This design comes from an exercise in tuning for small area and a short achievable clock period on the open sky130 flow, not from production work. Function was checked by simulation only, so behaviour that the tests miss may differ from the original. No activity file was given, so power comes from the tool's default toggle rates.

### constraint.sdc
create_clock -name core_clock -period 40.0 [get_ports {clk}]
set_input_delay 8.0000 -clock core_clock [delete_from_list [all_inputs] [get_ports {clk}]]
set_output_delay 8.0000 -clock core_clock [all_outputs]
set_load 0.01 [all_outputs]
### design.v
`timescale 1ns / 1ps
module CompareAndShift32Bit (
    input [7:0] exp_a,
    input [7:0] exp_b,
    input [23:0] man_a,
    input [23:0] man_b,
    output reg [23:0] al_man_a,
    output reg [23:0] al_man_b,
    output reg [7:0] shift
);
    always @(*) begin
        if (exp_a > exp_b) begin
            shift = exp_a - exp_b;
            al_man_a = man_a;
            al_man_b = man_b >> shift;
        end else begin
            shift = exp_b - exp_a;
            al_man_a = man_a >> shift;
            al_man_b = man_b;
        end
    end
endmodule
`timescale 1ns / 1ps
module Addition32Bit (
    input sign_a,
    input sign_b,
    input [23:0] a,b,
    output reg [24:0] res,
    output reg sign_res
    );
    always @(*) begin
        if (sign_a == sign_b) begin
            sign_res = sign_a;   
            res = a+b;
        end
        else if (a >= b) begin
            res = a - b;
            sign_res = sign_a;
        end
        else begin
            res = b - a;
            sign_res = sign_b;
        end
    end
endmodule	
`timescale 1ns / 1ps
module Normalization32Bit (
    input [24:0] res,
    input [7:0] exp_base,
    output reg [23:0] man_res,
    output reg [7:0] exp_res,
    output reg overflow
);
    reg [24:0] normalized_result;
    integer i;
    always @(*) begin
        normalized_result = res;
        exp_res = exp_base;
        if (normalized_result[24]) begin
            normalized_result = normalized_result >> 1;
            exp_res = exp_base + 1;
        end else begin
            for (i = 0; i < 24; i = i + 1) begin
                if (normalized_result[23] == 0 && exp_res > 0) begin
                    normalized_result = normalized_result << 1;
                    exp_res = exp_res - 1;
                end
            end
            if (normalized_result == 25'b0)
                exp_res = 8'b0;
        end
        man_res = normalized_result[23:0];
        overflow = (exp_res >= 8'b11111111);
    end
endmodule
`timescale 1ns / 1ps
module adder_32bit(
    input clk,
    input rst,
    input [31:0] i_a,
    input [31:0] i_b,
    input i_vld,
    output reg [31:0] o_res,
    output reg o_res_vld,
    output reg overflow
);
wire [7:0] shift;
wire [23:0] al_man_a, al_man_b;
wire sign_a, sign_b, sign_res;
wire [7:0] exp_a, exp_b, exp_res;
wire [23:0] man_a, man_b, man_res;
wire [24:0] res;
wire operation_overflow;
assign sign_a = i_a[31];
assign sign_b = i_b[31];
assign exp_a = i_a[30:23];
assign exp_b = i_b[30:23];
assign man_a = (exp_a == 8'b0) ? {1'b0, i_a[22:0]} : {1'b1, i_a[22:0]};  
assign man_b = (exp_b == 8'b0) ? {1'b0, i_b[22:0]} : {1'b1, i_b[22:0]};
wire is_nan_a = ((exp_a == 8'b11111111) && (man_a[22:0] != 0));  
wire is_nan_b = ((exp_b == 8'b11111111) && (man_b[22:0] != 0));
wire is_inf_a = ((exp_a == 8'b11111111) && (man_a[22:0] == 0));
wire is_inf_b = ((exp_b == 8'b11111111) && (man_b[22:0] == 0));
wire is_zero_a = ((i_a[30:0] == 0));  
wire is_zero_b = ((i_b[30:0] == 0));
CompareAndShift32Bit u_CompareAndShift32Bit (
    .exp_a(exp_a),           
    .exp_b(exp_b),           
    .man_a(man_a),           
    .man_b(man_b),           
    .al_man_a(al_man_a),     
    .al_man_b(al_man_b),     
    .shift(shift)            
);
Addition32Bit u_Addition32Bit (
    .sign_a(sign_a),         
    .sign_b(sign_b),         
    .a(al_man_a),            
    .b(al_man_b),            
    .res(res),               
    .sign_res(sign_res)      
);
Normalization32Bit u_Normalization32Bit (
    .res(res),                                   
    .exp_base((exp_a > exp_b) ? exp_a : exp_b),  
    .man_res(man_res),                           
    .exp_res(exp_res),                           
    .overflow(operation_overflow)                
);
always @(posedge clk or posedge rst) begin
    if (rst) begin
        o_res <= 32'b0;
        o_res_vld <= 1'b0;
        overflow <= 1'b0;
    end else if (i_vld) begin
        if (is_nan_a || is_nan_b || (is_inf_a && is_inf_b && (sign_a != sign_b))) begin
            o_res <= 32'h7FC00000;  
            overflow <= 1'b1;
        end 
        else if (is_inf_a || is_inf_b) begin
            o_res <= is_inf_a ? i_a : i_b;  
            overflow <= 1'b1;
        end 
        else if (is_zero_a && is_zero_b) begin
            o_res <= 32'b0;  
            overflow <= 1'b0;
        end 
        else begin
        o_res <= {sign_res, exp_res, man_res[22:0]};
        o_res_vld <= 1'b1;
        overflow <= operation_overflow;
        end
        o_res_vld <= 1'b1;
    end else begin
        o_res_vld <= 1'b0;
    end
end
endmodule
### run.sh
#!/bin/bash
# synth_recipe.tcl (not shown) runs the flow's synth.tcl, then flattens the netlist and writes it again
# the make line also repeats each setting of config.mk as NAME=value (left out here)
make -C /OpenROAD-flow-scripts/flow DESIGN_CONFIG=/design/flow/config.mk WORK_HOME=/design/flow/orfs CLKGATE_MAP_FILE= SYNTH_SCRIPT=/design/flow/synth_recipe.tcl finish
### config.mk
export PLATFORM = sky130hd
export DESIGN_NAME = adder_32bit
export DESIGN_NICKNAME = adder_32bit
export VERILOG_FILES = /design/flow/design.v
export SDC_FILE = /design/flow/constraint.sdc
export NUM_CORES = 4
export LEC_CHECK = 0
export CAP_MARGIN = 20
export CORE_MARGIN = 2
export CORE_UTILIZATION = 40
export SLEW_MARGIN = 20
==> results of run 1 <==
-- state kept, by name (all words and copies together) (netlist names) --
signal / cells
o_res: 32
o_res_vld: 1
overflow: 1
-- stage by stage --
step | utilization (%) | instance area, µm²
floorplan | - | 25800
global placement | 46.6 | 28200
detailed placement | 46.6 | 28200
CTS | 46.9 | 28400
global route | 48.3 | 29200
finish | 48.3 | 29200
-- timing repair --
item / in CTS / in global routing
pin swaps: 1 / 41
cloned: 0 / 2
gates resized for setup: 11 / 118
buffers inserted: 1 / 38
endpoints found under the setup margin: 10 / 32
-- layer usage --
layer  vias to the layer above  global-route usage (%)
met5                         -                       0
met4                         2                    5.82
met3                       119                    2.88
met2                      1101                    41.3
met1                     13400                    43.5
li1                      13800                       -
-- where the power goes --
group	internal (mW)	leakage, nW	switching, mW	total, mW
Clock	0.0231	0.0708	0.0151	0.0382
Combinational	1.04	11.7	1.52	2.56
Sequential	0.0500	0.410	0.0172	0.0672
Total	1.11	12.2	1.55	2.66
-- cell usage after synthesis (27+ instances only) --
cell type	instances	share of area, %
sky130_fd_sc_hd__nand2_1	422	6.5
sky130_fd_sc_hd__nor2_1	386	5.9
sky130_fd_sc_hd__mux2i_1	359	15
sky130_fd_sc_hd__a21oi_1	310	6.3
sky130_fd_sc_hd__o21ai_0	207	4.2
sky130_fd_sc_hd__inv_1	169	2.6
sky130_fd_sc_hd__clkbuf_1	135	2.1
sky130_fd_sc_hd__ha_1	114	5.8
sky130_fd_sc_hd__nand3_1	104	2.1
sky130_fd_sc_hd__mux2_2	101	4.6
sky130_fd_sc_hd__nor3_1	94	1.9
sky130_fd_sc_hd__xnor2_1	90	3.2
sky130_fd_sc_hd__a211oi_1	50	1.5
sky130_fd_sc_hd__o22ai_1	46	1.2
sky130_fd_sc_hd__nand4_1	43	1.1
sky130_fd_sc_hd__a21o_1	41	1.3
sky130_fd_sc_hd__a31oi_1	41	1.0
sky130_fd_sc_hd__nor4_1	41	1.0
sky130_fd_sc_hd__a22o_1	36	1.3
sky130_fd_sc_hd__nor2b_1	35	0.89
sky130_fd_sc_hd__and3_1	34	0.87
sky130_fd_sc_hd__dfrtp_1	34	3.5
sky130_fd_sc_hd__and2_1	32	0.82
sky130_fd_sc_hd__o31ai_1	32	0.98
sky130_fd_sc_hd__nand2b_1	31	0.79
sky130_fd_sc_hd__buf_1	30	0.46
sky130_fd_sc_hd__buf_2	30	0.61
sky130_fd_sc_hd__o21ai_1	29	0.59
sky130_fd_sc_hd__o211ai_1	28	0.86
sky130_fd_sc_hd__or3_1	27	0.69
-- critical path: cells and delay by family --
kind,cells,cell delay [ns]
buffers and inverters,18,2.24
XOR/XNOR,11,1.90
AND/OR/NAND/NOR,59,11.32
multiplexers,10,2.78
AO/OA/AOI/OAI,39,7.95
adder cells (fa/ha/maj),23,4.25
-- cells by family after synthesis --
group / after synthesis
simple gates: 1373
compound gates: 1107
mux: 489
buf+inv: 384
fa+ha+maj: 119
xor+xnor: 117
flops: 34
-- worst paths after layout --
path                                         endpoint  slack (ns)  cells after the start
worst max register to register  o_res[19]$_DFFE_PP0P_       39.15                      2
worst max-delay path            o_res[22]$_DFFE_PP0P_        1.66                    160
min in group asynchronous         o_res_vld$_DFF_PP0_        8.11                      3
worst min-delay path            o_res[28]$_DFFE_PP0P_        0.52                      1
worst min register to register  o_res[28]$_DFFE_PP0P_        0.52                      1
max in group asynchronous       o_res[17]$_DFFE_PP0P_       31.55                      3
-- layout make-up --
type | instances | area, µm² | area share (%)
clock inverters | 2 | 13.8 | 0.0471
multi-input cells | 3206 | 23400 | 80.2
flip-flops and latches | 34 | 851 | 2.91
inverters | 177 | 672 | 2.30
clock buffers | 6 | 129 | 0.441
well taps | 782 | 978 | 3.35
repair buffers | 373 | 3140 | 10.8
==> metrics.cfg, run 1 <==
[synthesis]
synth_top_family_by_area=compound AO/OA/AOI/OAI gates
syn_area_um2=24500
adder_cell_fraction_of_synth_area_pct=6.23
main_flop_type_after_synthesis=sky130_fd_sc_hd__dfrtp_1
syn_inst=3623
synth.ff_latch_count=34
synth_simple_gate_area_share_pct=27.6
syn_avg_cell_area_um2=6.76
syn-num-nets=3809
ys_seq_area_share_pct=3.47
post_synth_mux_area_share_pct=21.2
synth-warning-count=4
ys_types=138
xor_xnor_share_of_the_synthesized_area_pct=4.35
synth-edff-count=0
synth_async_sr_flop_share_pct=100
compound_gate_fraction_of_synth_area_pct=30.8

[floorplan]
design.die.area_um2=63300
floorplan.initialDensity_pct=40.5
die_h_um=252
boundaryPins=101
core_region_area_um2=60500
rows=90
die_width_um=252

[detailed_routing]
detailedRoute.firstIterationViolations=2812
postRouteWirelength_um=93100
wl_met1_um=46100
met3WireLength_um=6750
vias=28500
highest_layer=met5
routed-wl-met2_um=38100
vias_per_cell=6.22
postRouteAntennaNets=0
route.detailed.wl_per_inst_um=20.3
drtPass1Iterations=6
drc_errors=0

[global_routing]
antenna_found_initial=1
grt_max_degree=56
gr-usage-all-layers_pct=28.1
globalRouteOverflowTotal=0
grt_first_pass_wirelength_um=147000
number_of_global_route_vias_before_repair=26300

[critical_path]
worst_ep_arrival_time_ns=38.56
worst_path_most_repeated_cell=sky130_fd_sc_hd__ha_2
timing.setup.critical_path_class=input pin to flop
worstSetupEndpointType=flop
cpPeakStageDelay_ns=0.58
timing.critical_path.from=i_a[25]
worstPathRequired_ns=40.22
timing.rr.start=o_res[19]$_DFFE_PP0P_
cp-start-kind=input pin
cpMaxStageDelayCell=sky130_fd_sc_hd__or4_4
critical_path.max_fanout=27

[timing]
finalCritPeriodShare_pct=95.8
fin_skew_ns=0
slew_headroom_pct=15.0
setup-tns-final_ns=0
worst_pin_slew_ns=1.27
finalHoldWorstSlack_ns=0.520
achievable-frequency_ghz=0.0261
final_hold_viol_count=0
worst_slack_ns=1.66
finalWorstPathRequiredPeriod_ns=38.34
report.final.slew_viol_count=0
timing.final.setup_violations=0

[clock_network]
cts-buffers-inserted=5
cts.path.max_buffers=2
ctsHoldBuffers=0
clock_tree_from_tritoncts=built
clkSlewWorstSetupHoldPaths_ns=0.06
cts.htree.levels=2
insertion_delay_ns=0.28
cts_sinks=34
clockRootBuffer=sky130_fd_sc_hd__clkbuf_16

[cells_and_area]
mostFrequentLayoutCell=sky130_fd_sc_hd__nand2_1
post_layout_nonfiller_instances=4580
area.growth.synth_to_final_pct=19.1
antenna_cells_inserted=0
layout-drive-gt1-share_pct=19.0
most_used_cells_in_the_layout_excluding_fill_and_tap_cells=sky130_fd_sc_hd__nand2_1, sky130_fd_sc_hd__nor2_1, sky130_fd_sc_hd__mux2i_1, sky130_fd_sc_hd__a21oi_1, sky130_fd_sc_hd__buf_4
fillers=6179
layout.nets=3983

[min_path]
hold_class=flop to flop
hold_path.startpoint=o_res[28]$_DFFE_PP0P_

[power]
design_power_total_mw=2.66
ir_drop_uv=55.4
p_leak_nw=12.2
pwr_density_cell_nw_per_um2=91.1

[place]
pre_cts_ws_ns=-0.479
globalplace.congestion=1.00
place_inst=4531
port_bufs=100
dp.final_hpwl_um=75900

[status]
status=complete, no violations

[flow_run]
drv.max_cap_violation_count=0

==> run 2, diff against run 1 <==
==> design.v (replaced) <==
`timescale 1ns / 1ps
module CompareAndShift32Bit (
    input  [30:0] a,
    input  [30:0] b,
    output        a_ge_b,
    output [7:0]  exp_x,
    output [22:0] frac_x,
    output [23:0] man_x,
    output [23:0] al_man_y
);
    assign a_ge_b = (a >= b);
    wire [30:0] x = a_ge_b ? a : b;
    wire [30:0] y = a_ge_b ? b : a;
    assign exp_x  = x[30:23];
    assign frac_x = x[22:0];
    assign man_x  = {x[30:23] != 8'd0, x[22:0]};
    wire [7:0]  shift = x[30:23] - y[30:23];
    wire [23:0] man_y = {y[30:23] != 8'd0, y[22:0]};
    assign al_man_y = (shift[7:5] != 3'd0) ? 24'd0 : (man_y >> shift[4:0]);
endmodule
`timescale 1ns / 1ps
module Addition32Bit (
    input         sub,
    input  [23:0] x,
    input  [23:0] y,
    output [24:0] res
);
    assign res = sub ? {1'b0, x} - {1'b0, y} : {1'b0, x} + {1'b0, y};
endmodule
`timescale 1ns / 1ps
module Normalization32Bit (
    input  [24:0] res,
    input  [7:0]  exp_base,
    output [22:0] man_res,
    output [7:0]  exp_res,
    output        overflow
);
    wire [7:0] e = exp_base + 8'd1;
    wire       big = e[7:5] != 3'd0;
    wire [4:0] el = e[4:0];
    wire [24:0] r0 = res;
    wire k4 = (r0[24:9] == 16'd0) & (big | el[4]);
    wire [24:0] r1 = k4 ? {r0[8:0], 16'd0} : r0;
    wire eq4 = ~big & (el[4] == k4);
    wire k3 = (r1[24:17] == 8'd0) & (~eq4 | el[3]);
    wire [24:0] r2 = k3 ? {r1[16:0], 8'd0} : r1;
    wire eq3 = eq4 & (el[3] == k3);
    wire k2 = (r2[24:21] == 4'd0) & (~eq3 | el[2]);
    wire [24:0] r3 = k2 ? {r2[20:0], 4'd0} : r2;
    wire eq2 = eq3 & (el[2] == k2);
    wire k1 = (r3[24:23] == 2'd0) & (~eq2 | el[1]);
    wire [24:0] r4 = k1 ? {r3[22:0], 2'd0} : r3;
    wire eq1 = eq2 & (el[1] == k1);
    wire k0 = ~r4[24] & (~eq1 | el[0]);
    wire [24:0] r5 = k0 ? {r4[23:0], 1'b0} : r4;
    wire [4:0] k = {k4, k3, k2, k1, k0};
    assign exp_res = r5[24] ? e - {3'd0, k} : 8'd0;
    assign man_res = r5[23:1];
    assign overflow = (exp_base == 8'd254) & res[24];
endmodule
`timescale 1ns / 1ps
module adder_32bit(
    input clk,
    input rst,
    input [31:0] i_a,
    input [31:0] i_b,
    input i_vld,
    output reg [31:0] o_res,
    output reg o_res_vld,
    output reg overflow
);
wire sign_a = i_a[31];
wire sign_b = i_b[31];
wire        a_ge_b;
wire [7:0]  exp_x;
wire [22:0] frac_x;
wire [23:0] man_x, al_man_y;
wire [24:0] res;
wire [22:0] man_res;
wire [7:0]  exp_res;
wire        operation_overflow;
CompareAndShift32Bit u_CompareAndShift32Bit (
    .a(i_a[30:0]),
    .b(i_b[30:0]),
    .a_ge_b(a_ge_b),
    .exp_x(exp_x),
    .frac_x(frac_x),
    .man_x(man_x),
    .al_man_y(al_man_y)
);
Addition32Bit u_Addition32Bit (
    .sub(sign_a ^ sign_b),
    .x(man_x),
    .y(al_man_y),
    .res(res)
);
Normalization32Bit u_Normalization32Bit (
    .res(res),
    .exp_base(exp_x),
    .man_res(man_res),
    .exp_res(exp_res),
    .overflow(operation_overflow)
);
wire exp_a_max = &i_a[30:23];
wire exp_b_max = &i_b[30:23];
wire special   = exp_a_max | exp_b_max;
wire nan_res   = (|frac_x) | (exp_a_max & exp_b_max & (sign_a ^ sign_b));
wire x_zero    = (exp_x == 8'd0) & (frac_x == 23'd0);
wire sign_res  = a_ge_b ? (sign_a & ~x_zero) : sign_b;
wire [31:0] result;
assign result[31]    = sign_res & ~(special & nan_res);
assign result[30:23] = exp_res | {8{special}};
assign result[22]    = special ? nan_res : man_res[22];
assign result[21:0]  = man_res[21:0] & {22{~special}};
always @(posedge clk or posedge rst) begin
    if (rst) begin
        o_res <= 32'b0;
        o_res_vld <= 1'b0;
        overflow <= 1'b0;
    end else begin
        o_res <= result;
        overflow <= special | operation_overflow;
        o_res_vld <= i_vld;
    end
end
endmodule
==> run 2 against run 1 <==
Effect of this change: cell count down 65%; non-clock buffer count down 258; clock power up 9.9%; via count down 66%; sequential share of layout area up 5.4 points; critical path depth down 90; worst hold slack better by 7.6 ns; count of clock-buffer cells in the layout up 1; critical path type unchanged.
==> metrics.cfg, run 2 <==
[status]
status=complete, no violations

[synthesis]
syn_area_um2=8860  ; -64%
syn_avg_cell_area_um2=6.99  ; +3.3%
synth_async_sr_flop_share_pct=100  ; unchanged
synth_top_cell_by_area=sky130_fd_sc_hd__dfrtp_1
main_flop_type_after_synthesis=sky130_fd_sc_hd__dfrtp_1
ys_types=88  ; -36%
post_synth_main_area_contributors=sky130_fd_sc_hd__dfrtp_1, sky130_fd_sc_hd__mux2i_1, sky130_fd_sc_hd__ha_1, sky130_fd_sc_hd__a21oi_1, sky130_fd_sc_hd__nor2_1
ys_seq_area_share_pct=9.61  ; +6.1 points
synth.ff_latch_count=34  ; unchanged
synth-warning-count=1  ; -3
yosysTopAreaCellShare_pct=9.61  ; -5.1 points
synth.cells.most_frequent=sky130_fd_sc_hd__nor2_1, sky130_fd_sc_hd__nand2_1, sky130_fd_sc_hd__a21oi_1
synth-edff-count=0  ; unchanged
yosys.cell_count.top_type=sky130_fd_sc_hd__nor2_1
syn_inst=1267  ; -65%
syn-num-nets=1401  ; -63%

[place]
globalplace.congestion=0.930  ; -7.3%
port_bufs=100  ; unchanged
pre_cts_ws_ns=12.93  ; +13.40 ns
dp.final_hpwl_um=25000  ; -67%
post_dp_cell_area_um2=10100  ; -64%

[critical_path]
cpMaxStageDelayCell=sky130_fd_sc_hd__xnor2_2
critical_path.max_fanout=57  ; +110%
worst_path_most_repeated_cell=sky130_fd_sc_hd__inv_1
worstSetupEndpointType=flop
worst-path-buf-inv=14  ; -4
worstPathRequired_ns=40.13  ; -0.09 ns
critical_path.top_delay_family=compound AO/OA/AOI/OAI gates
cpPeakStageDelay_ns=0.79  ; +0.21 ns
worst_ep_arrival_time_ns=27.12  ; -11.44 ns
timing.setup.critical_path_class=input pin to flop
cp-start-kind=input pin

[floorplan]
boundaryPins=101  ; unchanged
design.die.area_um2=23300  ; -63%
core_region_area_um2=21800  ; -64%
floorplan.initialDensity_pct=40.7  ; +0.18 points
rows=54  ; -40%
die_width_um=153  ; -39%
die_h_um=153  ; -39%

[global_routing]
grt_first_pass_wirelength_um=48100  ; -67%
number_of_global_route_vias_before_repair=9079  ; -65%
grt_max_degree=69  ; +23%
antenna_found_initial=0  ; -1
globalRouteOverflowTotal=0  ; unchanged
gr-usage-all-layers_pct=24.7  ; -3.4 points

[timing]
worst_pin_slew_ns=1.01  ; -0.268 ns
finalCritPeriodShare_pct=67.5  ; -28 points
slew_headroom_pct=32.1  ; +17 points
finalWorstPathRequiredPeriod_ns=26.98  ; -11.36 ns
report.final.slew_viol_count=0  ; unchanged
final_hold_viol_count=0  ; unchanged
setup-tns-final_ns=0  ; unchanged
worst_slack_ns=13.02  ; +11.36 ns
timing.final.setup_violations=0  ; unchanged
achievable-frequency_ghz=0.0371  ; +42%
rsz_0062_raised_after_global_routing=no

[cells_and_area]
most_used_cells_in_the_layout_excluding_fill_and_tap_cells=sky130_fd_sc_hd__nor2_1, sky130_fd_sc_hd__nand2_1, sky130_fd_sc_hd__a21oi_1, sky130_fd_sc_hd__clkdlybuf4s50_1, sky130_fd_sc_hd__o21ai_0
largest_register=o_res
mostFrequentLayoutCell=sky130_fd_sc_hd__nor2_1
area.growth.synth_to_final_pct=15.5
top_regs=o_res (32), o_res_vld (1), overflow (1)
fillers=2273  ; -63%
layout-drive-gt1-share_pct=6.40  ; -13 points
layout.nets=1462  ; -63%
largest_reg_flops=32  ; unchanged
antenna_cells_inserted=0  ; unchanged
finalInstanceArea_um2=10200  ; -65%

[clock_network]
cts.htree.levels=2  ; unchanged
clockRootBuffer=sky130_fd_sc_hd__clkbuf_16
postCtsSetupRepairBufs=0  ; -1
clock_tree_from_tritoncts=built
cts-buffers-inserted=5  ; unchanged
cts_sinks=34  ; unchanged
post_cts_resize_count=0  ; -11
cts.path.max_buffers=2  ; unchanged
ctsHoldBuffers=0  ; unchanged
clkSlewWorstSetupHoldPaths_ns=0.05  ; about the same

[min_path]
hold_class=input pin to asynchronous set/reset pin

[detailed_routing]
detailedRoute.firstIterationViolations=673  ; -76%
route.detailed.wl_per_inst_um=18.8  ; -7.5%
drc_errors=0  ; unchanged
postRouteWirelength_um=30300  ; -68%
vias_per_cell=6.07  ; -2.4%
postRouteAntennaNets=0  ; unchanged
vias=9767  ; -66%
drtPass1Iterations=5  ; -1

[power]
p_leak_nw=4.27  ; -65%
ir_drop_uv=37.5  ; -32%
pwr_density_cell_nw_per_um2=74.4  ; -18%

[flow_run]
drv.max_cap_violation_count=0  ; unchanged

==> run 2: cell count changes in the layout (fill, tap and decap cells not counted), sizes merged, moves of 49 or more <==
| cell | previous run | this run |
|---|---|---|
| mux2 | 118 | 12 |
| inv | 176 | 75 |
| xnor2 | 92 | 39 |
| nor3 | 98 | 47 |
| a21oi | 318 | 103 |
| o21ai | 239 | 99 |
| ha | 114 | 65 |
| nor2 | 391 | 133 |
| nand3 | 108 | 29 |
| nand2 | 424 | 133 |
| buf | 271 | 15 |
| mux2i | 361 | 82 |
==> run 2: cells by family after synthesis <==
logic type / after synthesis / synth area share, %
buffers and inverters: 136 / 6.16
multiplexers: 105 / 13.6
AO/OA/AOI/OAI: 403 / 30.0
AND/OR/NAND/NOR: 466 / 25.3
adder cells (fa/ha/maj): 67 / 9.63
XOR/XNOR: 56 / 5.62
flip-flops: 34 / 9.61
==> run 2: area by class of cell <==
cell class                 instances  area [µm²]  share of cell area [%]
clock buffer                       7         133                    1.30
clock inverter                     1        30.0                   0.294
inverter                          75         282                    2.75
multi-input combinational       1097        7470                    73.0
sequential                        34         851                    8.32
tap                              280         350                    3.42
timing repair buffer             115        1110                    10.9
==> run 2: how the worst max path moves through the flow <==
stage | to | depth (start not counted) | from
3_5_place_dp | o_res[29]$_DFF_PP0_ | 69 | i_b[23]
2_1_floorplan | o_res[29]$_DFF_PP0_ | 75 | i_b[28]
6_report | o_res[29]$_DFF_PP0_ | 70 | i_b[23]
4_1_cts | o_res[29]$_DFF_PP0_ | 69 | i_b[23]
5_1_grt | o_res[29]$_DFF_PP0_ | 70 | i_b[23]
3_3_place_gp | o_res[29]$_DFF_PP0_ | 69 | i_b[23]
==> run 2: where the power goes <==
part           leakage [nW]  switching [mW]  total (mW)  internal (mW)
sequential            0.405         0.00405      0.0609         0.0569
clock                0.0781          0.0127      0.0420         0.0294
combinational          3.79           0.395       0.658          0.263
total                  4.27           0.412       0.761          0.349
==> run 2: worst min-delay path, delay by kind of cell <==
kind / cells / cell delay, ns
buf+inv: 3 / 0.81
==> run 2: per-stage QoR <==
step	util [%]	std cells	hold WS (ns)	power, mW
2_1_floorplan	-	1267	8.03	0.545
3_3_place_gp	46.3	1601	8.41	0.708
3_5_place_dp	46.3	1601	8.42	0.710
4_1_cts	47.0	1609	8.13	0.757
5_1_grt	47.0	1609	8.16	0.831
6_report	47.0	1609	8.12	0.761
==> run 2: layer usage <==
layer  GRT usage (%)  routed length, µm
met1            33.8              13800
met2            41.5              14100
met3            1.85               1410
met4            7.89                962
met5               0                  0

## port drivers added, routing unchanged
The results above use ideal ports. As a check the final layouts listed here were re-extracted and re-timed, cells and wires unchanged. Step 1 sets driving cells, clkbuf_16 on the clock port and buf_2 on the other inputs (assumed; they add their load-dependent delay and slew). Step 2 moves the port delays by t, midway between the first and last clock arrival at a register: inputs arrive t later, outputs are due t later. That takes back most of the time a late clock gives input paths. Three values: no drivers, after step 1, after step 2; two values: the first two.
run | t (ns) | setup WS [ns] | hold WS [ns] | latest minus earliest clock arrival (ns) | worst data-port slew with drivers (ns)
run 1 | 0.320 | 1.660 / 1.678 / 1.358 | 0.520 / 0.520 / 0.520 | 0.007 / 0.008 | 0.04
run 2 | 0.312 | 13.016 / 13.033 / 12.721 | 8.117 / 8.102 / 8.414 | 0.008 / 0.008 | 0.04
After both steps setup and hold are still met in every run listed. For run 1, which loses most, drivers alone change the setup slack by +0.018 ns; drivers and shift together by -0.302 ns.
